What follows belongs to an exercise in optimizing a design on an open flow for small area, a short achievable clock period and few clock cycles per item; a production flow would make more cautious choices.
Only simulation tests tie the RTL to the original design; equivalence was not proved.
No activity file was given, so power comes from the tool's default toggle rates.

<file path="design/flow/config.mk">
export PLATFORM = sky130hd
export DESIGN_NAME = ECC_ENC_DEC
export DESIGN_NICKNAME = ECC_ENC_DEC
export VERILOG_FILES = /design/flow/design.v
export SDC_FILE = /design/flow/constraint.sdc
export NUM_CORES = 4
export LEC_CHECK = 0
export CAP_MARGIN = 20
export CORE_MARGIN = 2
export CORE_UTILIZATION = 40
export CTS_CLUSTER_DIAMETER = 100
export CTS_CLUSTER_SIZE = 25
export SETUP_SLACK_MARGIN = 2.9
export SLEW_MARGIN = 20
</file>
<file path="design/flow/constraint.sdc">
create_clock -name core_clock -period 5.0 [get_ports {clk}]
set_input_delay 1.0000 -clock core_clock [delete_from_list [all_inputs] [get_ports {clk}]]
set_output_delay 1.0000 -clock core_clock [all_outputs]
set_load 0.01 [all_outputs]
</file>
<file path="design/flow/design.v">
`resetall
`timescale 1ns/10ps
module ECC_ENC_DEC
#(
parameter DATA_WIDTH = 32,
parameter AMBA_ADDR_WIDTH = 20,
parameter AMBA_WORD = 32
)
(
input wire clk,
input wire rst,
input wire [AMBA_ADDR_WIDTH-1:0] PADDR,
input wire [AMBA_WORD-1:0] PWDATA,
input wire PENABLE,
           PSEL,
           PWRITE,
output reg [AMBA_WORD-1:0] PRDATA,
output reg [DATA_WIDTH-1:0] data_out,
output reg operation_done,
output reg [1:0] num_of_errors
);
reg [31:0] CTRL_REG, DATA_IN_REG, CODEWORD_WIDTH_REG, NOISE_REG;
wire wr = PSEL & PENABLE & PWRITE;
always @(posedge clk or negedge rst) begin : regs
  if (!rst) begin
    CTRL_REG <= 32'd0; DATA_IN_REG <= 32'd0; CODEWORD_WIDTH_REG <= 32'd0; NOISE_REG <= 32'd0;
  end else if (wr) begin
    case (PADDR[3:2])
      2'b00: CTRL_REG <= PWDATA;
      2'b01: DATA_IN_REG <= PWDATA;
      2'b10: CODEWORD_WIDTH_REG <= PWDATA;
      default: NOISE_REG <= PWDATA;
    endcase
  end
end
always @(posedge clk or negedge rst) begin : done_reg
  if (!rst) operation_done <= 1'b0;
  else operation_done <= wr & (PADDR[3:2] == 2'b00);
end
always @(posedge clk) begin : rd
  case (PADDR[3:2])
    2'b00: PRDATA <= CTRL_REG;
    2'b01: PRDATA <= DATA_IN_REG;
    2'b10: PRDATA <= CODEWORD_WIDTH_REG;
    default: PRDATA <= NOISE_REG;
  endcase
end
wire wS = ~CODEWORD_WIDTH_REG[1] & ~CODEWORD_WIDTH_REG[0];
wire wM = ~CODEWORD_WIDTH_REG[1] &  CODEWORD_WIDTH_REG[0];
wire wL =  CODEWORD_WIDTH_REG[1];
wire [31:0] D = DATA_IN_REG;
wire [31:0] N = NOISE_REG;
wire ea0 = D[0];
wire eb0 = D[0];
wire eg0 = ea0;
wire ee0 = D[0];
wire ea1 = (D[1] ^ D[3]);
wire eb1 = (D[2] ^ D[3]);
wire eg1 = (ea1 ^ D[2]);
wire ee1 = (D[1] ^ D[2]);
wire ea2 = (D[4] ^ D[6]);
wire eb2 = (D[5] ^ D[6]);
wire eg2 = (ea2 ^ D[5]);
wire ee2 = (D[4] ^ D[5]);
wire ea3 = (D[8] ^ D[10]);
wire eb3 = (D[9] ^ D[10]);
wire eg3 = ((ea3 ^ D[9]) ^ D[7]);
wire ee3 = (D[7] ^ D[10]);
wire ea4 = (D[11] ^ D[13]);
wire eb4 = (D[12] ^ D[13]);
wire eg4 = (ea4 ^ D[12]);
wire ee4 = (D[11] ^ D[12]);
wire ea5 = (D[15] ^ D[17]);
wire eb5 = (D[16] ^ D[17]);
wire eg5 = ((ea5 ^ D[16]) ^ D[14]);
wire ee5 = (D[14] ^ D[17]);
wire ea6 = (D[19] ^ D[21]);
wire eb6 = (D[20] ^ D[21]);
wire eg6 = ((ea6 ^ D[20]) ^ D[18]);
wire ee6 = (D[18] ^ D[21]);
wire ea7 = (D[23] ^ D[25]);
wire eb7 = (D[24] ^ D[25]);
wire eg7 = ((ea7 ^ D[24]) ^ D[22]);
wire ee7 = (D[23] ^ D[24]);
wire eS0 = (ea0 ^ ea1);
wire eM0 = eS0 ^ (ea2 ^ ea3);
wire eL0 = ((((D[0] ^ D[1]) ^ (D[3] ^ D[4])) ^ ((D[6] ^ D[8]) ^ (D[10] ^ D[11]))) ^ (((D[13] ^ D[15]) ^ (D[17] ^ D[19])) ^ ((D[21] ^ D[23]) ^ D[25])));
wire eS1 = (eb0 ^ eb1);
wire eM1 = eS1 ^ (eb2 ^ eb3);
wire eL1 = ((((D[0] ^ D[2]) ^ (D[3] ^ D[5])) ^ ((D[6] ^ D[9]) ^ (D[10] ^ D[12]))) ^ (((D[13] ^ D[16]) ^ (D[17] ^ D[20])) ^ ((D[21] ^ D[24]) ^ D[25])));
wire eS2 = eg1;
wire eM2 = eS2 ^ eg3;
wire eL2 = ((((D[1] ^ D[2]) ^ (D[3] ^ D[7])) ^ ((D[8] ^ D[9]) ^ (D[10] ^ D[14]))) ^ (((D[15] ^ D[16]) ^ (D[17] ^ D[22])) ^ ((D[23] ^ D[24]) ^ D[25])));
wire eS3 = 1'b0;
wire eM3 = eS3 ^ (eg2 ^ eg3);
wire eL3 = ((((D[4] ^ D[5]) ^ (D[6] ^ D[7])) ^ ((D[8] ^ D[9]) ^ (D[10] ^ D[18]))) ^ (((D[19] ^ D[20]) ^ (D[21] ^ D[22])) ^ ((D[23] ^ D[24]) ^ D[25])));
wire eS4 = 1'b0;
wire eM4 = eS4 ^ 1'b0;
wire eL4 = ((((D[11] ^ D[12]) ^ (D[13] ^ D[14])) ^ ((D[15] ^ D[16]) ^ (D[17] ^ D[18]))) ^ (((D[19] ^ D[20]) ^ (D[21] ^ D[22])) ^ ((D[23] ^ D[24]) ^ D[25])));
wire pS = (ee0 ^ ee1);
wire pM = pS ^ (ee2 ^ ee3);
wire pL = ((((D[0] ^ D[1]) ^ (D[2] ^ D[4])) ^ ((D[5] ^ D[7]) ^ (D[10] ^ D[11]))) ^ (((D[12] ^ D[14]) ^ (D[17] ^ D[18])) ^ ((D[21] ^ D[23]) ^ D[24])));
wire [4:0] encC = wS ? {2'b00, eS2, eS1, eS0} : wM ? {1'b0, eM3, eM2, eM1, eM0} : {eL4, eL3, eL2, eL1, eL0};
wire encP = wS ? pS : wM ? pM : pL;
wire d0a0 = D[4];
wire d0b0 = D[4];
wire d0g0 = d0a0;
wire d0e0 = D[4];
wire d0a1 = (D[5] ^ D[7]);
wire d0b1 = (D[6] ^ D[7]);
wire d0g1 = (d0a1 ^ D[6]);
wire d0e1 = (D[5] ^ D[6]);
wire sD0_0 = (d0a0 ^ d0a1) ^ D[0];
wire sD0_1 = (d0b0 ^ d0b1) ^ D[1];
wire sD0_2 = d0g1 ^ D[2];
wire d1a0 = D[5];
wire d1b0 = D[5];
wire d1g0 = d1a0;
wire d1e0 = D[5];
wire d1a1 = (D[6] ^ D[8]);
wire d1b1 = (D[7] ^ D[8]);
wire d1g1 = (d1a1 ^ D[7]);
wire d1e1 = (D[6] ^ D[7]);
wire d1a2 = (D[9] ^ D[11]);
wire d1b2 = (D[10] ^ D[11]);
wire d1g2 = (d1a2 ^ D[10]);
wire d1e2 = (D[9] ^ D[10]);
wire d1a3 = (D[13] ^ D[15]);
wire d1b3 = (D[14] ^ D[15]);
wire d1g3 = ((d1a3 ^ D[14]) ^ D[12]);
wire d1e3 = (D[12] ^ D[15]);
wire sD1_0 = ((d1a0 ^ d1a1) ^ (d1a2 ^ d1a3)) ^ D[0];
wire sD1_1 = ((d1b0 ^ d1b1) ^ (d1b2 ^ d1b3)) ^ D[1];
wire sD1_2 = (d1g1 ^ d1g3) ^ D[2];
wire sD1_3 = (d1g2 ^ d1g3) ^ D[3];
wire d2a0 = D[6];
wire d2b0 = D[6];
wire d2g0 = d2a0;
wire d2e0 = D[6];
wire d2a1 = (D[7] ^ D[9]);
wire d2b1 = (D[8] ^ D[9]);
wire d2g1 = (d2a1 ^ D[8]);
wire d2e1 = (D[7] ^ D[8]);
wire d2a2 = (D[10] ^ D[12]);
wire d2b2 = (D[11] ^ D[12]);
wire d2g2 = (d2a2 ^ D[11]);
wire d2e2 = (D[10] ^ D[11]);
wire d2a3 = (D[14] ^ D[16]);
wire d2b3 = (D[15] ^ D[16]);
wire d2g3 = ((d2a3 ^ D[15]) ^ D[13]);
wire d2e3 = (D[13] ^ D[16]);
wire d2a4 = (D[17] ^ D[19]);
wire d2b4 = (D[18] ^ D[19]);
wire d2g4 = (d2a4 ^ D[18]);
wire d2e4 = (D[17] ^ D[18]);
wire d2a5 = (D[21] ^ D[23]);
wire d2b5 = (D[22] ^ D[23]);
wire d2g5 = ((d2a5 ^ D[22]) ^ D[20]);
wire d2e5 = (D[20] ^ D[23]);
wire d2a6 = (D[25] ^ D[27]);
wire d2b6 = (D[26] ^ D[27]);
wire d2g6 = ((d2a6 ^ D[26]) ^ D[24]);
wire d2e6 = (D[24] ^ D[27]);
wire d2a7 = (D[29] ^ D[31]);
wire d2b7 = (D[30] ^ D[31]);
wire d2g7 = ((d2a7 ^ D[30]) ^ D[28]);
wire d2e7 = (D[29] ^ D[30]);
wire sD2_0 = (((d2a0 ^ d2a1) ^ (d2a2 ^ d2a3)) ^ ((d2a4 ^ d2a5) ^ (d2a6 ^ d2a7))) ^ D[0];
wire sD2_1 = (((d2b0 ^ d2b1) ^ (d2b2 ^ d2b3)) ^ ((d2b4 ^ d2b5) ^ (d2b6 ^ d2b7))) ^ D[1];
wire sD2_2 = ((d2g1 ^ d2g3) ^ (d2g5 ^ d2g7)) ^ D[2];
wire sD2_3 = ((d2g2 ^ d2g3) ^ (d2g6 ^ d2g7)) ^ D[3];
wire sD2_4 = ((d2g4 ^ d2g5) ^ (d2g6 ^ d2g7)) ^ D[4];
wire qD0 = (((D[0] ^ D[1]) ^ (D[2] ^ D[3])) ^ ((D[4] ^ D[5]) ^ (D[6] ^ D[7])));
wire qD1 = (((D[8] ^ D[9]) ^ (D[10] ^ D[11])) ^ ((D[12] ^ D[13]) ^ (D[14] ^ D[15])));
wire qD2 = ((((D[16] ^ D[17]) ^ (D[18] ^ D[19])) ^ ((D[20] ^ D[21]) ^ (D[22] ^ D[23]))) ^ (((D[24] ^ D[25]) ^ (D[26] ^ D[27])) ^ ((D[28] ^ D[29]) ^ (D[30] ^ D[31]))));
wire [4:0] synD = wS ? {2'b00, sD0_2, sD0_1, sD0_0} : wM ? {1'b0, sD1_3, sD1_2, sD1_1, sD1_0} : {sD2_4, sD2_3, sD2_2, sD2_1, sD2_0};
wire parDa = wL ? (qD0 ^ qD1) : qD0;
wire parDb = wS ? 1'b0 : wM ? qD1 : qD2;
wire n0a0 = N[4];
wire n0b0 = N[4];
wire n0g0 = n0a0;
wire n0e0 = N[4];
wire n0a1 = (N[5] ^ N[7]);
wire n0b1 = (N[6] ^ N[7]);
wire n0g1 = (n0a1 ^ N[6]);
wire n0e1 = (N[5] ^ N[6]);
wire sN0_0 = (n0a0 ^ n0a1) ^ N[0];
wire sN0_1 = (n0b0 ^ n0b1) ^ N[1];
wire sN0_2 = n0g1 ^ N[2];
wire n1a0 = N[5];
wire n1b0 = N[5];
wire n1g0 = n1a0;
wire n1e0 = N[5];
wire n1a1 = (N[6] ^ N[8]);
wire n1b1 = (N[7] ^ N[8]);
wire n1g1 = (n1a1 ^ N[7]);
wire n1e1 = (N[6] ^ N[7]);
wire n1a2 = (N[9] ^ N[11]);
wire n1b2 = (N[10] ^ N[11]);
wire n1g2 = (n1a2 ^ N[10]);
wire n1e2 = (N[9] ^ N[10]);
wire n1a3 = (N[13] ^ N[15]);
wire n1b3 = (N[14] ^ N[15]);
wire n1g3 = ((n1a3 ^ N[14]) ^ N[12]);
wire n1e3 = (N[12] ^ N[15]);
wire sN1_0 = ((n1a0 ^ n1a1) ^ (n1a2 ^ n1a3)) ^ N[0];
wire sN1_1 = ((n1b0 ^ n1b1) ^ (n1b2 ^ n1b3)) ^ N[1];
wire sN1_2 = (n1g1 ^ n1g3) ^ N[2];
wire sN1_3 = (n1g2 ^ n1g3) ^ N[3];
wire n2a0 = N[6];
wire n2b0 = N[6];
wire n2g0 = n2a0;
wire n2e0 = N[6];
wire n2a1 = (N[7] ^ N[9]);
wire n2b1 = (N[8] ^ N[9]);
wire n2g1 = (n2a1 ^ N[8]);
wire n2e1 = (N[7] ^ N[8]);
wire n2a2 = (N[10] ^ N[12]);
wire n2b2 = (N[11] ^ N[12]);
wire n2g2 = (n2a2 ^ N[11]);
wire n2e2 = (N[10] ^ N[11]);
wire n2a3 = (N[14] ^ N[16]);
wire n2b3 = (N[15] ^ N[16]);
wire n2g3 = ((n2a3 ^ N[15]) ^ N[13]);
wire n2e3 = (N[13] ^ N[16]);
wire n2a4 = (N[17] ^ N[19]);
wire n2b4 = (N[18] ^ N[19]);
wire n2g4 = (n2a4 ^ N[18]);
wire n2e4 = (N[17] ^ N[18]);
wire n2a5 = (N[21] ^ N[23]);
wire n2b5 = (N[22] ^ N[23]);
wire n2g5 = ((n2a5 ^ N[22]) ^ N[20]);
wire n2e5 = (N[20] ^ N[23]);
wire n2a6 = (N[25] ^ N[27]);
wire n2b6 = (N[26] ^ N[27]);
wire n2g6 = ((n2a6 ^ N[26]) ^ N[24]);
wire n2e6 = (N[24] ^ N[27]);
wire n2a7 = (N[29] ^ N[31]);
wire n2b7 = (N[30] ^ N[31]);
wire n2g7 = ((n2a7 ^ N[30]) ^ N[28]);
wire n2e7 = (N[29] ^ N[30]);
wire sN2_0 = (((n2a0 ^ n2a1) ^ (n2a2 ^ n2a3)) ^ ((n2a4 ^ n2a5) ^ (n2a6 ^ n2a7))) ^ N[0];
wire sN2_1 = (((n2b0 ^ n2b1) ^ (n2b2 ^ n2b3)) ^ ((n2b4 ^ n2b5) ^ (n2b6 ^ n2b7))) ^ N[1];
wire sN2_2 = ((n2g1 ^ n2g3) ^ (n2g5 ^ n2g7)) ^ N[2];
wire sN2_3 = ((n2g2 ^ n2g3) ^ (n2g6 ^ n2g7)) ^ N[3];
wire sN2_4 = ((n2g4 ^ n2g5) ^ (n2g6 ^ n2g7)) ^ N[4];
wire qN0 = (((N[0] ^ N[1]) ^ (N[2] ^ N[3])) ^ ((N[4] ^ N[5]) ^ (N[6] ^ N[7])));
wire qN1 = (((N[8] ^ N[9]) ^ (N[10] ^ N[11])) ^ ((N[12] ^ N[13]) ^ (N[14] ^ N[15])));
wire qN2 = ((((N[16] ^ N[17]) ^ (N[18] ^ N[19])) ^ ((N[20] ^ N[21]) ^ (N[22] ^ N[23]))) ^ (((N[24] ^ N[25]) ^ (N[26] ^ N[27])) ^ ((N[28] ^ N[29]) ^ (N[30] ^ N[31]))));
wire [4:0] synN = wS ? {2'b00, sN0_2, sN0_1, sN0_0} : wM ? {1'b0, sN1_3, sN1_2, sN1_1, sN1_0} : {sN2_4, sN2_3, sN2_2, sN2_1, sN2_0};
wire parNa = wL ? (qN0 ^ qN1) : qN0;
wire parNb = wS ? 1'b0 : wM ? qN1 : qN2;
reg [4:0] sD, sN, cE;
reg pDa, pDb, pNa, pNb, pE;
reg [1:0] mode;
always @(posedge clk) begin : stage1
  sD <= synD; pDa <= parDa; pDb <= parDb;
  sN <= synN; pNa <= parNa; pNb <= parNb;
  cE <= encC; pE <= encP;
  mode <= PWDATA[1:0];    
end
wire m_dec = ~mode[1] & mode[0];
wire m_fc  =  mode[1];
wire [4:0] s = ({5{m_dec}} & sD) | ({5{m_fc}} & sN);
wire p = (m_dec & (pDa ^ pDb)) | (m_fc & (pNa ^ pNb));
wire [1:0] nof = {~p & (|s), p};
wire [25:0] g = D[25:0] & {26{~m_dec}};
wire [4:0] lo = cE & {5{~m_dec}};
wire pb = pE & ~m_dec;
wire [31:0] ecw = wS ? {24'd0, g[3:0], pb, lo[2:0]} : wM ? {16'd0, g[10:0], pb, lo[3:0]} : {g, pb, lo};
wire [31:0] nmask = wS ? 32'h000000ff : wM ? 32'h0000ffff : 32'hffffffff;
wire [31:0] t = (({32{m_dec}} & D) | ({32{m_fc}} & N)) & nmask;
wire [31:0] fix;
assign fix[0] = p & ((wS & (s == 5'd1)) | (wM & (s == 5'd1)) | (wL & (s == 5'd1)));
assign fix[1] = p & ((wS & (s == 5'd2)) | (wM & (s == 5'd2)) | (wL & (s == 5'd2)));
assign fix[2] = p & ((wS & (s == 5'd4)) | (wM & (s == 5'd4)) | (wL & (s == 5'd4)));
assign fix[3] = p & ((wS & (s == 5'd0)) | (wM & (s == 5'd8)) | (wL & (s == 5'd8)));
assign fix[4] = p & ((wS & (s == 5'd3)) | (wM & (s == 5'd0)) | (wL & (s == 5'd16)));
assign fix[5] = p & ((wS & (s == 5'd5)) | (wM & (s == 5'd3)) | (wL & (s == 5'd0)));
assign fix[6] = p & ((wS & (s == 5'd6)) | (wM & (s == 5'd5)) | (wL & (s == 5'd3)));
assign fix[7] = p & ((wS & (s == 5'd7)) | (wM & (s == 5'd6)) | (wL & (s == 5'd5)));
assign fix[8] = p & ((wM & (s == 5'd7)) | (wL & (s == 5'd6)));
assign fix[9] = p & ((wM & (s == 5'd9)) | (wL & (s == 5'd7)));
assign fix[10] = p & ((wM & (s == 5'd10)) | (wL & (s == 5'd9)));
assign fix[11] = p & ((wM & (s == 5'd11)) | (wL & (s == 5'd10)));
assign fix[12] = p & ((wM & (s == 5'd12)) | (wL & (s == 5'd11)));
assign fix[13] = p & ((wM & (s == 5'd13)) | (wL & (s == 5'd12)));
assign fix[14] = p & ((wM & (s == 5'd14)) | (wL & (s == 5'd13)));
assign fix[15] = p & ((wM & (s == 5'd15)) | (wL & (s == 5'd14)));
assign fix[16] = p & ((wL & (s == 5'd15)));
assign fix[17] = p & ((wL & (s == 5'd17)));
assign fix[18] = p & ((wL & (s == 5'd18)));
assign fix[19] = p & ((wL & (s == 5'd19)));
assign fix[20] = p & ((wL & (s == 5'd20)));
assign fix[21] = p & ((wL & (s == 5'd21)));
assign fix[22] = p & ((wL & (s == 5'd22)));
assign fix[23] = p & ((wL & (s == 5'd23)));
assign fix[24] = p & ((wL & (s == 5'd24)));
assign fix[25] = p & ((wL & (s == 5'd25)));
assign fix[26] = p & ((wL & (s == 5'd26)));
assign fix[27] = p & ((wL & (s == 5'd27)));
assign fix[28] = p & ((wL & (s == 5'd28)));
assign fix[29] = p & ((wL & (s == 5'd29)));
assign fix[30] = p & ((wL & (s == 5'd30)));
assign fix[31] = p & ((wL & (s == 5'd31)));
always @(posedge clk) begin : stage2
  data_out <= (ecw ^ t) ^ fix;
  num_of_errors <= nof;
end
endmodule
</file>
<file path="design/flow/flow/run.sh">
#!/bin/bash
# The standard layout (standard.sh), with the port buffers made from buf_1 cells
# instead of the delay cell that buffer_ports picks by default.
set -euo pipefail
export BUFFER_PORTS_ARGS="-buffer_cell sky130_fd_sc_hd__buf_1"
bash standard.sh > standard.log 2>&1
</file>
<file path="design/flow/standard.sh">
#!/bin/bash
# synth_recipe.tcl (not shown) runs the flow's synth.tcl, then flattens the netlist and writes it again
# the make line also repeats each setting of config.mk as NAME=value (left out here)
make -C /OpenROAD-flow-scripts/flow DESIGN_CONFIG=/design/flow/config.mk WORK_HOME=/design/flow/orfs CLKGATE_MAP_FILE= SYNTH_SCRIPT=/design/flow/synth_recipe.tcl "${@:-finish}"
</file>
==> results.yml, run 1 <==
setup_path:
  ff2ff_path_depth: 8
  cp_cell_sequence: "buf_12, inv_2, buf_12, nor3_2, a31oi_4, o32ai_2, nand2_1, xor2_1"
  critPathLaunchType: "register"
  path_common_cell: "buf_12"
  slowest_stage: "dfxtp_1"
  criticalPathCategory: "register to register"
  required_ns: 5.36
  critPathMaxFanout: 52
  r2r_setup_slack_ns: 2.92
  r2r-start: "mode[1]$_DFF_P_"
  max_stage_delay_ns: 0.37
  r2r_end: "data_out[9]$_DFF_P_"
  critPathCaptureType: "register"
  crit_path_start: "mode[1]$_DFF_P_"
  critPathArrivalTime_ns: 2.45
placed_design:
  finalWeightedCongestion: 0.866
  dp_hpwl_microns: 21000
  port_buffers: 105
synthesis:
  netlist_area_sq_um: 12000
  yosysTopAreaCell: "dfrtp_1"
  ys_seq_area_share_pct: 41.7
  synthTopCellsByArea: "dfrtp_1 27%, dfxtp_1 15%, mux2_2 12%, xnor2_1 11%, mux4_2 5.8%"
  ys_types: 60
  synth_ff_type: "dfrtp_1"
  ys_async_sr_fraction_pct: 59.4
  synth_commonest_cells: "145 x xnor2_1, 129 x dfrtp_1, 129 x mux2_2"
  synth.avg_cell_area_sq_um: 11.7
  synth_cells: 1024
  ys_seq_elements: 217
  synthDominantCellAreaShare_pct: 27.0
  yosysWarnings: 1
  synth_edf_count: 0
  synth_nets: 1081
  yosysMostFrequentCell: "xnor2_1"
finish:
  area_delta_synth_final_pct: 12.0
  drive_gt1_share_pct: 27.0
  nNetsFinal: 1153
  antennaDiodeCount: 0
cts:
  numCtsBuffers: 12
  cts_tree: "built"
  htreeDepth: 1
  cts.sinks: 217
  clkTransAtPathRegs_ns: 0.10
  clkLatencyLatePin_ns: 0.49
  cts_root_buf: "clkbuf_16"
  cts.path.max_buffers: 3
pwr:
  ir_drop_mv: 0.246
  power_density_nw_per_um2: 619
  leakage_nw: 5.19
drt:
  routed_wl_microns: 30400
  drt-pass1-iter-count: 7
  drt-initial-drc-count: 712
  vias: 7944
  via_per_inst: 5.32
  wl_per_cell_microns: 20.4
  route.detailed.drc: 0
  drtAntennaViolNets: 0
min_path:
  hold_path_depth: 1
  hp-start: "CTRL_REG[24]$_DFFE_PN0P_"
  min_to: "CTRL_REG[24]$_DFFE_PN0P_"
  hp-class: "register to register"
floorplanning:
  num_io_pins: 124
  start_util_pct: 40.4
  die_w_microns: 177
  die_y_microns: 177
  die_area_sq_um: 31300
  rows: 63
  coreArea_sq_um: 29600
timing:
  finalSetupViolCount: 0
  hold_viol: 0
  tightest_slew_ns: 0.677
  rsz0062_at_grt: "true"
  final_period_minus_worst_setup_slack_ns: 2.08
  finClkSkew_ns: 0.0127
  fin_crit_sh_pct: 41.7
  relSlewSlack_pct: 54.9
  fmax_ghz: 0.480
  setup_tns_ns: 0
  drv_slew: 0
  hold_slack_ns: 0.509
run:
  drv_cap: 0
grt:
  track_usage_pct: 19.4
  grt_pass1_wl_microns: 46600
  antenna_found_initial: 0
  overflow: 0
  grt_start_max_net_pins: 53
  grt_pass1_vias: 7600
outcome:
  status: "no timing/DRC/antenna violations"
==> per-stage QoR <==
stage / worst slack, ns / instances / total power (W) / utilization, % / area, sq um
2_1_floorplan: 2.85 / 1024 / 0.00604 / - / 12100
3_3_place_gp: 2.07 / 1444 / 0.00695 / 42.4 / 12500
3_5_place_dp: 2.04 / 1444 / 0.00698 / 42.4 / 12500
4_1_cts: 2.76 / 1468 / 0.00819 / 44.2 / 13100
5_1_grt: 2.78 / 1492 / 0.00881 / 45.3 / 13400
6_report: 2.92 / 1492 / 0.00829 / 45.3 / 13400
==> final cells by class <==
class | count | area [sq um]
fillers | 2765 | 16200
multi-input cells | 712 | 6690
flip-flops and latches | 217 | 5030
repair buffers | 146 | 797
well taps | 390 | 488
clock buffers | 19 | 358
inverters | 7 | 27.5
clock inverters | 1 | 8.76
==> power by group <==
group | internal [W] | switching (W)
clock | 0.000502 | 0.000583
combinational | 0.00223 | 0.00214
sequential | 0.00227 | 0.000567
==> worst max-delay path by stage <==
stage / depth (start not counted) / end / slack (ns)
2_1_floorplan: 6 / DATA_IN_REG[10]$_DFFE_PN0P_ / 2.85
3_3_place_gp: 5 / CTRL_REG[16]$_DFFE_PN0P_ / 2.07
3_5_place_dp: 5 / CTRL_REG[20]$_DFFE_PN0P_ / 2.04
4_1_cts: 6 / data_out[9]$_DFF_P_ / 2.76
5_1_grt: 8 / data_out[9]$_DFF_P_ / 2.78
6_report: 8 / data_out[9]$_DFF_P_ / 2.92
==> state kept, by name, summed over array words and instances (netlist names), 2 cells and up <==
name and count:
DATA_IN_REG 32, data_out 32, sD 5, sN 5, num_of_errors 2, CTRL_REG 32
NOISE_REG 32, mode 2, CODEWORD_WIDTH_REG 32, PRDATA 32, cE 5
==> kinds of logic after synthesis <==
logic type      count (synthesis)  synth area share, %
compound gates                147                 7.60
xor+xnor                      239                 20.8
mux                           193                 20.9
flops                         217                 41.7
buf+inv                        96                 3.96
simple gates                  132                 5.07
==> per-layer routing <==
layer / GRT usage [%] / wire [microns] / vias up
met5: 0 / 0 / -
met1: 29.0 / 14300 / 3968
met2: 30.0 / 13700 / 232
li1: - / - / 3711
met4: 3.41 / 405 / 0
met3: 2.90 / 1990 / 33
==> critical path, delay by kind of cell, from the launching register on <==
family | cells | cell delay (ns)
flip-flops | 1 | 0.37
AO/OA/AOI/OAI | 2 | 0.41
AND/OR/NAND/NOR | 2 | 0.43
XOR/XNOR | 1 | 0.16
buffers and inverters | 3 | 0.56
==> timing repair <==
action	4_1_cts	5_1_grt
gates resized for setup	36	37
pin swaps	1	8
setup endpoints to repair	108	41
buffers inserted	3	24
hold endpoints to repair	0	0
hold buffers	0	0
gates cloned	1	0
==> placed cells by master (no fill, tap or decap), types with 30 or more instances in the layout <==
cell type and instances:
xnor2_1 143, mux2_2 129, dfrtp_1 103, buf_1 102
dfxtp_1 87, xor2_1 60, nor2_1 54, a21oi_1 49
o21ai_0 38, mux2i_1 32, mux4_2 31, buf_4 30
Testbench counts, summed over its fixed seeds: cycles 12,384, ops 1,920.
==> run 2: changes to the inputs <==
--- a/design/flow/config.mk
+++ b/design/flow/config.mk
@@ -10,5 +10,5 @@
 export CORE_UTILIZATION = 40
 export CTS_CLUSTER_DIAMETER = 100
 export CTS_CLUSTER_SIZE = 25
-export SETUP_SLACK_MARGIN = 2.9
+export SETUP_SLACK_MARGIN = 2.85
 export SLEW_MARGIN = 20
==> run 2 against run 1 <==
- still clean on timing, DRC and antenna
- final cell count is 1.0% lower
- routed wire length is 1.2% lower
- non-clock buffer count is 14 lower
- global-route usage is 0.44 points lower
- via count is 1.8% lower
- clock power hardly changed
- clock skew is 0.011 ns higher
- register-to-register slack worse by 0.06 ns
- critical path type unchanged
- highest routed layer unchanged
==> results.yml, run 2 <==
timing:
  fmax_ghz: 0.467
  hold_viol: 0
  rsz0062_at_grt: "true"
  drv_slew: 0
  fin_crit_sh_pct: 42.8
  relSlewSlack_pct: 55.2
  setup_tns_ns: 0
  tightest_slew_ns: 0.673
  finalSetupViolCount: 0
  finClkSkew_ns: 0.0233
  final_period_minus_worst_setup_slack_ns: 2.14
  hold_slack_ns: 0.509
setup_path:
  crit_path_start: "CODEWORD_WIDTH_REG[1]$_DFFE_PN0P_"
  r2r-start: "CODEWORD_WIDTH_REG[1]$_DFFE_PN0P_"
  critPathCaptureType: "register"
  criticalPathCategory: "register to register"
  r2r_setup_slack_ns: 2.86
  critPathMaxFanout: 29
  required_ns: 5.37
  max_stage_delay_ns: 0.39
  ff2ff_path_depth: 7
  slowest_stage: "dfrtp_1"
  cp_cell_sequence: "buf_8, nand2b_4, mux2_2, xnor2_1, o21a_1, o311ai_0, a21oi_1"
  critPathLaunchType: "register"
  r2r_end: "data_out[14]$_DFF_P_"
  critPathArrivalTime_ns: 2.51
min_path:
  hp-class: "register to register"
  hp-start: "CODEWORD_WIDTH_REG[24]$_DFFE_PN0P_"
  hold_path_depth: 1
  min_to: "CODEWORD_WIDTH_REG[24]$_DFFE_PN0P_"
synthesis:
  ys_types: 60
  synthDominantCellAreaShare_pct: 27.0
  netlist_area_sq_um: 12000
  yosysMostFrequentCell: "xnor2_1"
  ys_seq_area_share_pct: 41.7
  synthTopCellsByArea: "dfrtp_1 27%, dfxtp_1 15%, mux2_2 12%, xnor2_1 11%, mux4_2 5.8%"
  synth_top_family_by_area: "multiplexers"
  synth_commonest_cells: "145 x xnor2_1, 129 x dfrtp_1, 129 x mux2_2"
  synthMuxAreaShare_pct: 20.9
  ys_async_sr_fraction_pct: 59.4
  synth_compound_area_share_pct: 7.60
  synth_xor_area_share_pct: 20.8
  synth_edf_count: 0
  synth_nets: 1081
  yosysTopAreaCell: "dfrtp_1"
  synth_fa_ha_area_share_pct: 0
  synth_ff_type: "dfrtp_1"
  ys_seq_elements: 217
  synth_cells: 1024
  synth.avg_cell_area_sq_um: 11.7
  yosysWarnings: 1
  synthSimpleGateAreaFrac_pct: 5.07
floorplanning:
  die_y_microns: 177
  coreArea_sq_um: 29600
  die_w_microns: 177
  rows: 63
  die_area_sq_um: 31300
  start_util_pct: 40.4
  num_io_pins: 124
drt:
  route.detailed.drc: 0
  via_per_inst: 5.28
  wl_per_cell_microns: 20.3
  routed_wl_microns: 30000
  vias: 7802
  drt-pass1-iter-count: 5
  drt-initial-drc-count: 521
  drtAntennaViolNets: 0
grt:
  grt_pass1_vias: 7514
  grt_start_max_net_pins: 53
  track_usage_pct: 18.9
  overflow: 0
  grt_pass1_wl_microns: 45700
  antenna_found_initial: 0
cts:
  cts_root_buf: "clkbuf_16"
  cts.path.max_buffers: 3
  htreeDepth: 1
  cts_tree: "built"
  cts.sinks: 217
  clkLatencyLatePin_ns: 0.49
  cts-hold-fix-buffers: 0
  clkTransAtPathRegs_ns: 0.10
  numCtsBuffers: 12
finish:
  final_cell_mix: "144 x xnor2_1, 129 x mux2_2, 106 x dfrtp_1"
  nNetsFinal: 1138
  antennaDiodeCount: 0
  drive_gt1_share_pct: 25.6
  final_common_cell: "xnor2_1"
  fillCellCount: 2759
  area_delta_synth_final_pct: 11.3
run:
  drv_cap: 0
placed_design:
  finalWeightedCongestion: 0.851
  port_buffers: 105
  dp_hpwl_microns: 21000
pwr:
  power_density_nw_per_um2: 618
  leakage_nw: 5.13
  ir_drop_mv: 0.224
outcome:
  status: "no timing/DRC/antenna violations"
-- run 2: cell type report --
class                      instances  area (sq um)  share of cell area (%)
multi-input combinational        711          6690                    50.3
timing repair buffer             132           707                    5.32
inverter                           7          28.8                   0.216
sequential                       217          5020                    37.8
tap                              390           488                    3.67
clock inverter                     1          6.26                  0.0470
clock buffer                      19           358                    2.69
-- run 2: cells by family (layout without fill, tap and decap cells) --
logic type                count (synthesis)  after routing
DFF                                     217            217
AOI/OAI and AO/OA                       147            147
xor gates and xnor gates                239            239
muxes                                   193            193
and+or+nand+nor                         132            132
buffers and inverters                    96            159
-- run 2: metal layers --
metal  vias up  part of all wire [%]  global-route usage [%]
li1       3665                     -                       -
met1      3902                    47                    28.1
met2       212                    45                    29.2
met3        23                   6.1                    3.22
met4         0                   1.3                    3.41
met5         -                     0                       0
-- run 2: how the worst max path moves through the flow --
| stage | end | slack (ns) | depth (start not counted) |
|---|---|---|---|
| final | data_out[14]$_DFF_P_ | 2.86 | 7 |
| after floorplan | CTRL_REG[10]$_DFFE_PN0P_ | 2.85 | 4 |
| after global placement | DATA_IN_REG[15]$_DFFE_PN0P_ | 2.17 | 6 |
| after CTS | data_out[14]$_DFF_P_ | 2.79 | 7 |
| after detailed placement | DATA_IN_REG[0]$_DFFE_PN0P_ | 2.17 | 6 |
| after global routing | data_out[14]$_DFF_P_ | 2.77 | 7 |
-- run 2: power breakdown --
group	leakage, nW	total (W)	internal, W	switching, W
combinational	2.66	0.00429	0.00219	0.00210
sequential	2.29	0.00286	0.00227	0.000587
clock	0.178	0.00107	0.000501	0.000573
total	5.13	0.00822	0.00496	0.00326
-- run 2: metrics by stage --
step | instance area [sq um] | worst slack, ns | power (W) | util [%] | cells
2_1_floorplan | 12100 | 2.85 | 0.00604 | - | 1024
3_3_place_gp | 12500 | 2.17 | 0.00694 | 42.4 | 1444
3_5_place_dp | 12500 | 2.17 | 0.00698 | 42.4 | 1444
4_1_cts | 13100 | 2.79 | 0.00816 | 44.2 | 1467
5_1_grt | 13300 | 2.77 | 0.00873 | 45.0 | 1477
6_report | 13300 | 2.86 | 0.00822 | 45.0 | 1477
-- run 2: critical path: cells and delay by family (launching register included) --
family                    cells  cell delay [ns]
xor gates and xnor gates      1             0.16
AOI/OAI and AO/OA             3             0.62
buffers and inverters         1             0.22
and+or+nand+nor               1             0.24
DFF                           1             0.39
muxes                         1             0.38
-- run 2: repair_timing --
action | 4_1_cts | 5_1_grt
pin swaps | 1 | 2
buffers inserted | 3 | 9
hold endpoints to repair | 0 | 0
resized for setup | 32 | 41
setup endpoints to repair | 83 | 70
cloned | 0 | 1
==> run 3: changes to the inputs <==
--- a/design/flow/config.mk
+++ b/design/flow/config.mk
@@ -10,5 +10,5 @@
 export CORE_UTILIZATION = 40
 export CTS_CLUSTER_DIAMETER = 100
 export CTS_CLUSTER_SIZE = 25
-export SETUP_SLACK_MARGIN = 2.85
+export SETUP_SLACK_MARGIN = 2.8
 export SLEW_MARGIN = 20
==> run 3 against run 2 <==
- setup slack gained 0.015 ns
- largest power group unchanged
- synthesized cell count is the same
- clock power about the same
==> results.yml, run 3 <==
cts:
  cts_root_buf: "clkbuf_16"
  htreeDepth: 1
  cts.sinks: 217
  clkLatencyLatePin_ns: 0.49
  cts_tree: "built"
  clkTransAtPathRegs_ns: 0.11
  cts.path.max_buffers: 3
  numCtsBuffers: 12
setup_path:
  r2r_setup_slack_ns: 2.88
  critPathCaptureType: "register"
  critPathArrivalTime_ns: 2.54
  crit_family: "XOR/XNOR gates"
  slowest_stage: "dfrtp_1"
  r2r-start: "NOISE_REG[15]$_DFFE_PN0P_"
  crit_path_start: "NOISE_REG[15]$_DFFE_PN0P_"
  max_stage_delay_ns: 0.60
  r2r_end: "sN[0]$_DFF_P_"
  ff2ff_path_depth: 6
  cp_cell_sequence: "xnor3_1, xnor3_1, a21oi_1, xnor2_1, mux2i_1, xnor2_1"
  critPathBufInv: 0
  criticalPathCategory: "register to register"
  critPathLaunchType: "register"
  required_ns: 5.41
  critPathMaxFanout: 5
synthesis:
  synth_commonest_cells: "145 x xnor2_1, 129 x dfrtp_1, 129 x mux2_2"
  ys_seq_elements: 217
  ys_async_sr_fraction_pct: 59.4
  synth.avg_cell_area_sq_um: 11.7
  yosysWarnings: 1
  synth_edf_count: 0
  synth_ff_type: "dfrtp_1"
  synthDominantCellAreaShare_pct: 27.0
  synth_cells: 1024
  ys_types: 60
  yosysMostFrequentCell: "xnor2_1"
  synthTopCellsByArea: "dfrtp_1 27%, dfxtp_1 15%, mux2_2 12%, xnor2_1 11%, mux4_2 5.8%"
  ys_seq_area_share_pct: 41.7
  netlist_area_sq_um: 12000
  synth_nets: 1081
  yosysTopAreaCell: "dfrtp_1"
drt:
  drtAntennaViolNets: 0
  dr_wl_met3_microns: 1770
  wl_met1_microns: 14300
  drt-initial-drc-count: 592
  top_layer_used: "met4"
  wl_per_cell_microns: 20.1
  route.detailed.drc: 0
  vias: 7847
  via_per_inst: 5.34
  wl_met2_microns: 13200
  drt-pass1-iter-count: 5
  routed_wl_microns: 29600
finish:
  nNetsFinal: 1131
  final_cell_mix: "143 x xnor2_1, 129 x mux2_2, 117 x dfrtp_1"
  antennaDiodeCount: 0
  multi_input_area_sq_um: 6640
  drive_gt1_share_pct: 23.9
  fin_cells: 1470
  fin_util_pct: 44.4
  final_common_cell: "xnor2_1"
  fillCellCount: 2767
  seq_area_sq_um: 5010
  area_delta_synth_final_pct: 9.76
timing:
  fin_crit_sh_pct: 42.5
  hold_slack_ns: 0.507
  fmax_ghz: 0.471
  tightest_slew_ns: 0.700
  final_period_minus_worst_setup_slack_ns: 2.12
  hold_viol: 0
  rsz0062_at_grt: "true"
  setup_tns_ns: 0
  finClkSkew_ns: 0.0143
  relSlewSlack_pct: 53.2
  drv_slew: 0
  finalSetupViolCount: 0
grt:
  grt_pass1_wl_microns: 45800
  track_usage_pct: 19.0
  antenna_found_initial: 0
  overflow: 0
  grt_pass1_vias: 7325
  grt_start_max_net_pins: 93
placed_design:
  dp_hpwl_microns: 21000
  finalWeightedCongestion: 0.837
  dp.cells: 1441
  port_buffers: 105
pwr:
  leakage_nw: 5.07
  power.total_w: 0.00814
  ir_drop_mv: 0.221
  power_density_nw_per_um2: 620
floorplanning:
  num_io_pins: 124
  die_area_sq_um: 31300
  rows: 63
  coreArea_sq_um: 29600
  die_y_microns: 177
  start_util_pct: 40.4
  die_w_microns: 177
min_path:
  hp-class: "primary input to async pin"
run:
  drv_cap: 0
outcome:
  status: "no timing/DRC/antenna violations"
[run 3: worst max path at each step]
stage,end,slack [ns],cells after the start
floorplan,CODEWORD_WIDTH_REG[10]$_DFFE_PN0P_,2.77,5
global placement,CODEWORD_WIDTH_REG[16]$_DFFE_PN0P_,2.05,4
detailed placement,CODEWORD_WIDTH_REG[17]$_DFFE_PN0P_,2.02,4
CTS,data_out[3]$_DFF_P_,2.77,6
global route,data_out[5]$_DFF_P_,2.71,7
finish,sN[0]$_DFF_P_,2.88,6
[run 3: layout make-up]
cell class	count	share of cell area (%)
Multi-Input combinational cell	711	50.6
Sequential cell	217	38.2
Timing Repair Buffer	125	4.55
Tap cell	390	3.72
Clock buffer	18	2.62
Inverter	7	0.257
Clock inverter	2	0.0953
[run 3: per-layer routing]
metal / GRT usage, % / vias to the layer above
li1: - / 3666
met1: 29.1 / 3932
met2: 28.5 / 213
met3: 3.18 / 36
met4: 3.17 / 0
met5: 0 / -
[run 3: timing repair]
item / in CTS / in global routing
hold buffers: 0 / 0
pin swaps: 2 / 1
hold endpoints to repair: 0 / 0
cloned: 0 / 0
resized for setup: 22 / 28
setup endpoints to repair: 149 / 97
buffers inserted: 2 / 7
[run 3: cell families after synthesis]
kind of cell    after synthesis  share of synthesized area [%]
compound gates              147                           7.60
simple gates                132                           5.07
flops                       217                           41.7
buf+inv                      96                           3.96
mux                         193                           20.9
xor+xnor                    239                           20.8
[run 3: where the power goes]
group / internal [W] / switching, W / total [W]
Clock: 0.000486 / 0.000576 / 0.00106
Sequential: 0.00227 / 0.000592 / 0.00286
Combinational: 0.00216 / 0.00206 / 0.00422
Total: 0.00491 / 0.00323 / 0.00814
[run 3: per-stage QoR]
| stage | setup slack [ns] | instance area (sq um) |
|---|---|---|
| 2_1_floorplan | 2.77 | 12000 |
| 3_3_place_gp | 2.05 | 12500 |
| 3_5_place_dp | 2.02 | 12500 |
| 4_1_cts | 2.77 | 13000 |
| 5_1_grt | 2.71 | 13100 |
| 6_report | 2.88 | 13100 |
==> run 4: changes to the inputs <==
--- a/design/flow/config.mk
+++ b/design/flow/config.mk
@@ -10,5 +10,5 @@
 export CORE_UTILIZATION = 40
 export CTS_CLUSTER_DIAMETER = 100
 export CTS_CLUSTER_SIZE = 25
-export SETUP_SLACK_MARGIN = 2.8
+export SETUP_SLACK_MARGIN = 2.7
 export SLEW_MARGIN = 20
==> run 4 against run 3 <==
- first-iteration DRC count increased by 45%
- still clean
- count of clock-buffer cells in the layout unchanged
- sequential share of layout area about the same
- largest cell class unchanged
- hold slack improved by 0.0021 ns
- clock power increased by 6%
- global-route usage increased by 0.37 points
- final area decreased by 0.18%
==> results.yml, run 4 <==
timing:
  rsz0062_at_grt: "true"
  setup_tns_ns: 0
  final_period_minus_worst_setup_slack_ns: 2.26
  hold_viol: 0
  finalSetupViolCount: 0
  relSlewSlack_pct: 40.1
  tightest_slew_ns: 0.899
  finClkSkew_ns: 0.0161
  drv_slew: 0
  fmax_ghz: 0.443
  fin_crit_sh_pct: 45.1
cts:
  numCtsBuffers: 13
  cts.sinks: 217
  cts.path.max_buffers: 3
  cts-hold-fix-buffers: 0
  clkLatencyLatePin_ns: 0.49
  cts_root_buf: "clkbuf_16"
  cts_tree: "built"
  htreeDepth: 1
  clkTransAtPathRegs_ns: 0.10
grt:
  met1_usage_pct: 29.1
  grt_pass1_wl_microns: 46300
  track_usage_pct: 19.4
  use_met3_pct: 2.64
  antenna_found_initial: 0
  overflow: 0
  use_met2_pct: 30.0
  grt_start_max_net_pins: 64
  busiest_layer: "met2"
  grt_pass1_vias: 7553
synthesis:
  yosysWarnings: 1
  synth_edf_count: 0
  netlist_area_sq_um: 12000
  synth_cells: 1024
  ys_seq_area_share_pct: 41.7
  synth_commonest_cells: "145 x xnor2_1, 129 x dfrtp_1, 129 x mux2_2"
  synth_ff_type: "dfrtp_1"
  synth_nets: 1081
  ys_types: 60
  ys_seq_elements: 217
  synthTopCellsByArea: "dfrtp_1 27%, dfxtp_1 15%, mux2_2 12%, xnor2_1 11%, mux4_2 5.8%"
  yosysTopAreaCell: "dfrtp_1"
  synthDominantCellAreaShare_pct: 27.0
  ys_async_sr_fraction_pct: 59.4
  yosysMostFrequentCell: "xnor2_1"
  synth.avg_cell_area_sq_um: 11.7
placed_design:
  port_buffers: 105
  dp.cells: 1445
  dp_hpwl_microns: 21500
  finalWeightedCongestion: 0.828
drt:
  vias: 7857
  drtAntennaViolNets: 0
  drt-initial-drc-count: 857
  wl_per_cell_microns: 20.6
  drt-pass1-iter-count: 6
  routed_wl_microns: 30300
  route.detailed.drc: 0
  via_per_inst: 5.34
run:
  drv_cap: 0
finish:
  fin_util_pct: 44.3
  area_delta_synth_final_pct: 9.57
  antennaDiodeCount: 0
  final_common_cell: "xnor2_1"
  nNetsFinal: 1133
  fillCellCount: 2791
  fin_cells: 1472
  drive_gt1_share_pct: 23.4
  final_cell_mix: "145 x xnor2_1, 129 x mux2_2, 124 x dfrtp_1"
setup_path:
  required_ns: 5.36
  critPathArrivalTime_ns: 2.62
  critPathCaptureType: "register"
  critPathLaunchType: "register"
  criticalPathCategory: "register to register"
  critPathMaxFanout: 12
floorplanning:
  die_y_microns: 177
  start_util_pct: 40.4
  coreArea_sq_um: 29600
  die_area_sq_um: 31300
  rows: 63
  num_io_pins: 124
  die_w_microns: 177
pwr:
  leakage_nw: 5.07
  power_density_nw_per_um2: 624
  ir_drop_mv: 0.232
min_path:
  hp-class: "register to register"
outcome:
  status: "no timing/DRC/antenna violations"
[run 4: metrics by stage]
step                setup WS (ns)  power [W]  hold WS [ns]  area, sq um
floorplan                    2.62    0.00604         0.472        12000
CTS                          2.66    0.00817         0.512        13000
finish                       2.74    0.00818         0.509        13100
detailed placement           1.78    0.00699         0.490        12500
global placement             1.78    0.00695         0.482        12500
global route                 2.68    0.00870         0.529        13100
[run 4: path summary, 6_finish.rpt]
check / start / endpoint / slack, ns / depth (start not counted)
min reg2reg: CODEWORD_WIDTH_REG[24]$_DFFE_PN0P_ / CODEWORD_WIDTH_REG[24]$_DFFE_PN0P_ / 0.51 / 1
max in group asynchronous: rst / DATA_IN_REG[15]$_DFFE_PN0P_ / 3.24 / 2
min in group asynchronous: rst / CODEWORD_WIDTH_REG[10]$_DFFE_PN0P_ / 0.64 / 1
max reg2reg: DATA_IN_REG[8]$_DFFE_PN0P_ / sD[0]$_DFF_P_ / 2.74 / 6
min: CODEWORD_WIDTH_REG[24]$_DFFE_PN0P_ / CODEWORD_WIDTH_REG[24]$_DFFE_PN0P_ / 0.51 / 1
max: DATA_IN_REG[8]$_DFFE_PN0P_ / sD[0]$_DFF_P_ / 2.74 / 6
[run 4: area by class of cell]
type / count / area, sq um / area share (%)
clock buffer: 18 / 344 / 2.63
timing repair buffer: 126 / 594 / 4.54
inverter: 7 / 30.0 / 0.229
tap: 390 / 488 / 3.73
multi-input combinational: 711 / 6600 / 50.4
clock inverter: 3 / 40.0 / 0.306
sequential: 217 / 5000 / 38.2
[run 4: power by group]
group          total [W]  internal, W  switching (W)
clock            0.00112     0.000502       0.000614
combinational    0.00422      0.00214        0.00208
sequential       0.00284      0.00226       0.000577
[run 4: what timing repair did]
| item | 4_1_cts | 5_1_grt |
|---|---|---|
| setup endpoints to repair | 84 | 31 |
| resized for setup | 14 | 19 |
| pin swaps | 2 | 1 |
| setup buffers | 3 | 3 |
[run 4: kinds of logic (layout without fill, tap and decap cells)]
family | after synthesis | after routing | share of synthesized area, %
AND/OR/NAND/NOR | 132 | 132 | 5.07
buffers and inverters | 96 | 154 | 3.96
AO/OA/AOI/OAI | 147 | 147 | 7.60
multiplexers | 193 | 193 | 20.9
flip-flops | 217 | 217 | 41.7
XOR/XNOR | 239 | 239 | 20.8
[run 4: worst max-delay path: stages, from the launching register on]
cell	delay (ns)
dfrtp_1	0.64
xnor2_2	0.48
xor3_1	0.43
a21oi_1	0.19
xnor2_1	0.13
mux2i_1	0.10
xor2_1	0.15
[run 4: metal layers]
metal | vias up | share of wire (%)
met1 | 3897 | 47
met2 | 254 | 45
met4 | 0 | 1.6
met3 | 34 | 6.6
met5 | - | 0
li1 | 3672 | -
==> run 5: changes to the inputs <==
--- a/design/flow/config.mk
+++ b/design/flow/config.mk
@@ -10,5 +10,5 @@
 export CORE_UTILIZATION = 40
 export CTS_CLUSTER_DIAMETER = 100
 export CTS_CLUSTER_SIZE = 25
-export SETUP_SLACK_MARGIN = 2.7
+export SETUP_SLACK_MARGIN = 3.0
 export SLEW_MARGIN = 20
==> run 5 against run 4 <==
- utilization increased by 3.7 points
- setup slack improved by 0.26 ns
- global-route usage increased by 0.11 points
- critical endpoint is now pE$_DFF_P_
- synthesized cell count unchanged
- highest routed layer unchanged
- area after synthesis unchanged
- via count increased by 5.6%
==> results.yml, run 5 <==
floorplanning:
  die_w_microns: 177
  start_util_pct: 40.4
  coreArea_sq_um: 29600
  die_area_sq_um: 31300
  rows: 63
  num_io_pins: 124
  die_y_microns: 177
timing:
  drv_slew: 0
  hold_viol: 0
  relSlewSlack_pct: 51.1
  tightest_slew_ns: 0.733
  fmax_ghz: 0.501
  setup_ws_ns: 3.00
  rsz0062_at_grt: "true"
  hold_slack_ns: 0.508
  final_period_minus_worst_setup_slack_ns: 2.00
  fin_crit_sh_pct: 39.9
  setup_tns_ns: 0
  finalSetupViolCount: 0
  finClkSkew_ns: 0.0168
drt:
  drt-pass1-iter-count: 5
  drtAntennaViolNets: 0
  drt-initial-drc-count: 646
  wl_per_cell_microns: 20.9
  via_per_inst: 5.39
  route.detailed.drc: 0
  routed_wl_microns: 32200
  vias: 8297
setup_path:
  required_ns: 5.38
  critPathArrivalTime_ns: 2.38
  critPathMaxFanout: 4
  criticalPathCategory: "register to register"
  ff2ff_path_depth: 7
  r2r_setup_slack_ns: 3.00
  critPathLaunchType: "register"
  critPathCaptureType: "register"
cts:
  cts_root_buf: "clkbuf_16"
  cts.path.max_buffers: 3
  cts_tree: "built"
  numCtsBuffers: 12
  clkTransAtPathRegs_ns: 0.10
  clkLatencyLatePin_ns: 0.49
  htreeDepth: 1
  cts-hold-fix-buffers: 0
  cts.sinks: 217
pwr:
  leakage_nw: 5.62
  power_density_nw_per_um2: 611
  ir_drop_mv: 0.247
grt:
  grt_pass1_vias: 7606
  grt_pass1_wl_microns: 46400
  track_usage_pct: 19.5
  overflow: 0
  grt_start_max_net_pins: 130
  antenna_found_initial: 0
finish:
  area_delta_synth_final_pct: 18.8
  fin_cells: 1539
  drive_gt1_share_pct: 35.3
  fillCellCount: 2700
  antennaDiodeCount: 0
  final_cell_mix: "131 x xnor2_1, 129 x mux2_2, 95 x dfrtp_1"
  stdcell_area_sq_um: 14200
  final_common_cell: "xnor2_1"
  nNetsFinal: 1200
synthesis:
  ys_async_sr_fraction_pct: 59.4
  synth.avg_cell_area_sq_um: 11.7
  ys_seq_area_share_pct: 41.7
  ys_types: 60
  synth_nets: 1081
  synthTopCellsByArea: "dfrtp_1 27%, dfxtp_1 15%, mux2_2 12%, xnor2_1 11%, mux4_2 5.8%"
  synthDominantCellAreaShare_pct: 27.0
  yosysMostFrequentCell: "xnor2_1"
  netlist_area_sq_um: 12000
  synth_ff_type: "dfrtp_1"
  yosysTopAreaCell: "dfrtp_1"
  ys_seq_elements: 217
  synth_commonest_cells: "145 x xnor2_1, 129 x dfrtp_1, 129 x mux2_2"
  yosysWarnings: 1
  synth_edf_count: 0
  synth_cells: 1024
placed_design:
  dp.cells: 1444
  dp_hpwl_microns: 21200
  place_ws_ns: 2.05
  finalWeightedCongestion: 0.850
  port_buffers: 105
  place_area_sq_um: 12500
min_path:
  hold_path_depth: 1
  hp-class: "register to register"
outcome:
  status: "no timing/DRC/antenna violations"
run:
  drv_cap: 0
-- run 5: cell counts after synthesis --
No cell type changed its count.
-- run 5: worst paths after layout --
check / end / from
setup / recovery: pE$_DFF_P_ / DATA_IN_REG[7]$_DFFE_PN0P_
hold / removal: CODEWORD_WIDTH_REG[24]$_DFFE_PN0P_ / CODEWORD_WIDTH_REG[24]$_DFFE_PN0P_
setup reg to reg: pE$_DFF_P_ / DATA_IN_REG[7]$_DFFE_PN0P_
hold reg to reg: CODEWORD_WIDTH_REG[24]$_DFFE_PN0P_ / CODEWORD_WIDTH_REG[24]$_DFFE_PN0P_
max in group asynchronous: DATA_IN_REG[8]$_DFFE_PN0P_ / rst
min in group asynchronous: CODEWORD_WIDTH_REG[17]$_DFFE_PN0P_ / rst
-- run 5: worst max-delay path, stage by stage, from the launching register on --
cell and delay, ns:
dfrtp_4 0.53, buf_4 0.18, xor2_4 0.28, xnor2_4 0.18
xor2_1 0.22, xnor2_1 0.17, a22oi_1 0.14, xor2_1 0.19
-- run 5: cell type report --
cell class | instances | area, sq um | area share [%]
multi-input cells | 711 | 6940 | 48.9
inverters | 7 | 32.5 | 0.229
repair buffers | 194 | 1330 | 9.36
clock inverters | 1 | 8.76 | 0.0617
flip-flops and latches | 217 | 5050 | 35.6
clock buffers | 19 | 348 | 2.45
well taps | 390 | 488 | 3.44
-- run 5: power breakdown --
| part | total, W | internal (W) | switching, W |
|---|---|---|---|
| registers | 0.00286 | 0.00228 | 0.000578 |
| clock network | 0.00106 | 0.000488 | 0.000572 |
| logic | 0.00476 | 0.00249 | 0.00227 |
| total | 0.00868 | 0.00526 | 0.00342 |
-- run 5: what timing repair did --
action | in CTS | in global routing
endpoints found under the setup margin | 177 | 106
resized for setup | 68 | 101
pin swaps | 4 | 24
setup buffers | 17 | 53
gates cloned | 1 | 4
-- run 5: logic make-up (layout without fill, tap and decap cells) --
| logic type | after synthesis | after routing | share of synthesized area [%] |
|---|---|---|---|
| DFF | 217 | 217 | 41.7 |
| AOI/OAI and AO/OA | 147 | 147 | 7.60 |
| xor gates and xnor gates | 239 | 239 | 20.8 |
| buffers and inverters | 96 | 221 | 3.96 |
| and+or+nand+nor | 132 | 132 | 5.07 |
| muxes | 193 | 193 | 20.9 |
-- run 5: routing by layer --
| metal | up-vias | share of wire (%) | track usage [%] |
|---|---|---|---|
| met2 | 271 | 46 | 29.7 |
| met4 | 0 | 1.8 | 3.58 |
| met1 | 4179 | 46 | 29.2 |
| met5 | - | 0 | 0 |
| li1 | 3805 | - | - |
| met3 | 42 | 6.5 | 3.31 |
-- run 5: through the flow --
| stage | util [%] | total power (W) |
|---|---|---|
| final | 48.1 | 0.00868 |
| after global routing | 48.1 | 0.00915 |
| after CTS | 45.0 | 0.00822 |
| after detailed placement | 42.4 | 0.00697 |
| after global placement | 42.4 | 0.00694 |
| after floorplan | - | 0.00604 |
==> run 6: changes to the inputs <==
--- a/design/flow/config.mk
+++ b/design/flow/config.mk
@@ -8,7 +8,7 @@
 export CAP_MARGIN = 20
 export CORE_MARGIN = 2
 export CORE_UTILIZATION = 40
-export CTS_CLUSTER_DIAMETER = 100
-export CTS_CLUSTER_SIZE = 25
+export CTS_CLUSTER_DIAMETER = 150
+export CTS_CLUSTER_SIZE = 30
 export SETUP_SLACK_MARGIN = 3.0
 export SLEW_MARGIN = 20
==> run 6 against run 5 <==
- power down 0.13%
- die area unchanged
- combinational power up 1%
- first-iteration DRC count up 12%
- synthesized cell count unchanged
- sequential share of layout area up 0.11 points
- clock skew up 0.015 ns
- routed wire length up 0.63%
- sequential power about the same
- global-route usage down 0.081 points
==> results.yml, run 6 <==
outcome:
  status: "no timing/DRC/antenna violations"
cts:
  htreeDepth: 1
  cts.sinks: 217
  cts.path.max_buffers: 3
  clkLatencyLatePin_ns: 0.49
  cts_root_buf: "clkbuf_16"
  clkTransAtPathRegs_ns: 0.11
  cts_tree: "built"
  numCtsBuffers: 11
finish:
  drive_gt1_share_pct: 37.5
  fillCellCount: 2669
  antennaDiodeCount: 0
  area_delta_synth_final_pct: 18.6
  final_cell_mix: "133 x xnor2_1, 129 x mux2_2, 91 x dfrtp_1"
  nNetsFinal: 1205
  final_common_cell: "xnor2_1"
floorplanning:
  rows: 63
  coreArea_sq_um: 29600
  die_y_microns: 177
  start_util_pct: 40.4
  die_w_microns: 177
  num_io_pins: 124
  die_area_sq_um: 31300
synthesis:
  synth_nets: 1081
  ys_types: 60
  synthTopCellsByArea: "dfrtp_1 27%, dfxtp_1 15%, mux2_2 12%, xnor2_1 11%, mux4_2 5.8%"
  synth_ff_type: "dfrtp_1"
  ys_async_sr_fraction_pct: 59.4
  synth_commonest_cells: "145 x xnor2_1, 129 x dfrtp_1, 129 x mux2_2"
  netlist_area_sq_um: 12000
  yosysMostFrequentCell: "xnor2_1"
  synth.avg_cell_area_sq_um: 11.7
  yosysTopAreaCell: "dfrtp_1"
  synth_edf_count: 0
  yosysWarnings: 1
  synth_cells: 1024
  ys_seq_elements: 217
  synthDominantCellAreaShare_pct: 27.0
  ys_seq_area_share_pct: 41.7
setup_path:
  critPathLaunchType: "primary input"
  critPathMaxFanout: 22
  r2r_end: "cE[1]$_DFF_P_"
  ff2ff_path_depth: 6
  critPathArrivalTime_ns: 2.37
  crit_end: "CODEWORD_WIDTH_REG[19]$_DFFE_PN0P_"
  r2r_setup_slack_ns: 3.03
  r2r-start: "DATA_IN_REG[10]$_DFFE_PN0P_"
  crit_path_start: "PADDR[3]"
  critPathCaptureType: "register"
  criticalPathCategory: "primary input to register"
  required_ns: 5.37
drt:
  drtAntennaViolNets: 0
  drt-pass1-iter-count: 5
  route.detailed.drc: 0
  routed_wl_microns: 32400
  wl_per_cell_microns: 21.0
  drt-initial-drc-count: 721
  vias: 8303
  via_per_inst: 5.38
timing:
  hold_viol: 0
  tightest_slew_ns: 0.758
  finalSetupViolCount: 0
  rsz0062_at_grt: "true"
  fin_crit_sh_pct: 39.9
  fmax_ghz: 0.501
  drv_slew: 0
  relSlewSlack_pct: 49.4
  finClkSkew_ns: 0.0317
  final_period_minus_worst_setup_slack_ns: 1.99
  setup_tns_ns: 0
pwr:
  ir_drop_mv: 0.256
  power_density_nw_per_um2: 611
  p_switching_w: 0.00345
  p_int_w: 0.00522
  switching_share_pct: 39.8
  power_frac_clock_pct: 11.7
  seq_power_share_pct: 32.9
  power.total_w: 0.00867
  leakage_nw: 5.66
  power_frac_comb_pct: 55.5
grt:
  grt_start_max_net_pins: 130
  antenna_found_initial: 0
  grt_pass1_wl_microns: 46400
  use_met3_pct: 2.94
  grt_pass1_vias: 7584
  overflow: 0
  track_usage_pct: 19.4
  met1_usage_pct: 29.3
  use_met2_pct: 29.5
  busiest_layer: "met2"
placed_design:
  finalWeightedCongestion: 0.850
  dp_hpwl_microns: 21200
  port_buffers: 105
run:
  drv_cap: 0
min_path:
  hp-class: "register to register"
[run 6: cell counts after synthesis]
No cell type changed its count.
[run 6: power groups by stage]
stage / logic, W / registers [W] / clock network, W
after floorplan: 0.00343 / 0.00262 / 0
after global placement: 0.00408 / 0.00286 / 0
after detailed placement: 0.00410 / 0.00288 / 0
after CTS: 0.00429 / 0.00284 / 0.00105
after global routing: 0.00512 / 0.00291 / 0.00110
final: 0.00481 / 0.00285 / 0.00101
[run 6: worst min-delay path by stage]
| stage | startpoint | end | cells after the start |
|---|---|---|---|
| final | CTRL_REG[2]$_DFFE_PN0P_ | CTRL_REG[2]$_DFFE_PN0P_ | 1 |
| after CTS | CODEWORD_WIDTH_REG[24]$_DFFE_PN0P_ | CODEWORD_WIDTH_REG[24]$_DFFE_PN0P_ | 1 |
| after global routing | CTRL_REG[11]$_DFFE_PN0P_ | CTRL_REG[11]$_DFFE_PN0P_ | 1 |
| after floorplan | CODEWORD_WIDTH_REG[24]$_DFFE_PN0P_ | CODEWORD_WIDTH_REG[24]$_DFFE_PN0P_ | 1 |
| after detailed placement | CODEWORD_WIDTH_REG[24]$_DFFE_PN0P_ | CODEWORD_WIDTH_REG[24]$_DFFE_PN0P_ | 1 |
| after global placement | CTRL_REG[24]$_DFFE_PN0P_ | CTRL_REG[24]$_DFFE_PN0P_ | 1 |
[run 6: layout make-up]
cell class                 count  area (sq um)  area share [%]
multi-input combinational    711          6920            48.8
sequential                   217          5060            35.7
timing repair buffer         200          1350            9.53
tap                          390           488            3.44
inverter                       7          32.5           0.229
clock inverter                 1          30.0           0.212
clock buffer                  16           294            2.07
[run 6: worst max-delay path, cell delays in order]
cell and delay (ns):
clkbuf_2 0.21, nand4_1 0.24, nor2_4 0.17, buf_4 0.35
mux2_2 0.39
[run 6: repair_timing]
action | in CTS | in global routing
gates cloned | 0 | 4
gates resized for setup | 76 | 113
hold buffers | 0 | 0
pin swaps | 3 | 30
setup endpoints to repair | 161 | 105
buffers inserted | 18 | 59
[run 6: cell families after synthesis]
family	count (synthesis)	synth area share (%)
xor gates and xnor gates	239	20.8
DFF	217	41.7
muxes	193	20.9
AOI/OAI and AO/OA	147	7.60
and+or+nand+nor	132	5.07
buffers and inverters	96	3.96
[run 6: metrics by stage]
| stage | cells | hold slack [ns] | cell area (sq um) | worst slack (ns) | utilization (%) |
|---|---|---|---|---|---|
| floorplan | 1024 | 0.472 | 12100 | 2.85 | - |
| global placement | 1444 | 0.481 | 12500 | 2.07 | 42.4 |
| detailed placement | 1444 | 0.489 | 12500 | 2.05 | 42.4 |
| CTS | 1479 | 0.515 | 13300 | 2.84 | 44.9 |
| global route | 1542 | 0.533 | 14200 | 2.93 | 48.0 |
| finish | 1542 | 0.511 | 14200 | 3.01 | 48.0 |
[run 6: routing by layer]
layer	share of wire [%]	wire length, microns
met4	1.9	606
met3	6.5	2100
met5	0	0
met1	46	15000
met2	46	14800

port drivers added, routing unchanged:
Ports are ideal in the flow. The routed layouts listed here were re-timed in OpenROAD.
Step 1, drivers: a clkbuf_16 drives clk and a buf_2 each remaining input, both assumed.
Step 2 moves the port delays by t, midway between the first and last clock arrival at a register: inputs arrive t later, outputs are due t later. That takes back most of the time a late clock gives input paths.
a / b / c = no drivers / after step 1 / after step 2; a / b = the first two.
run	t (ns)	slack for setup (ns)	worst setup path at the end	worst data-port slew with drivers (ns)
run 1	0.530	2.917 / 2.917 / 2.433	input to register	0.05
run 2	0.527	2.861 / 2.861 / 2.430	input to register	0.05
run 3	0.534	2.876 / 2.876 / 2.402	input to register	0.05
run 4	0.531	2.744 / 2.744 / 2.368	input to register	0.05
run 5	0.528	3.003 / 2.990 / 2.517	input to register	0.05
run 6	0.522	3.005 / 2.977 / 2.511	input to register	0.05
After both steps every run listed still meets setup and hold. For run 6, which loses most, drivers alone change the setup slack by -0.028 ns; drivers and shift together by -0.494 ns.
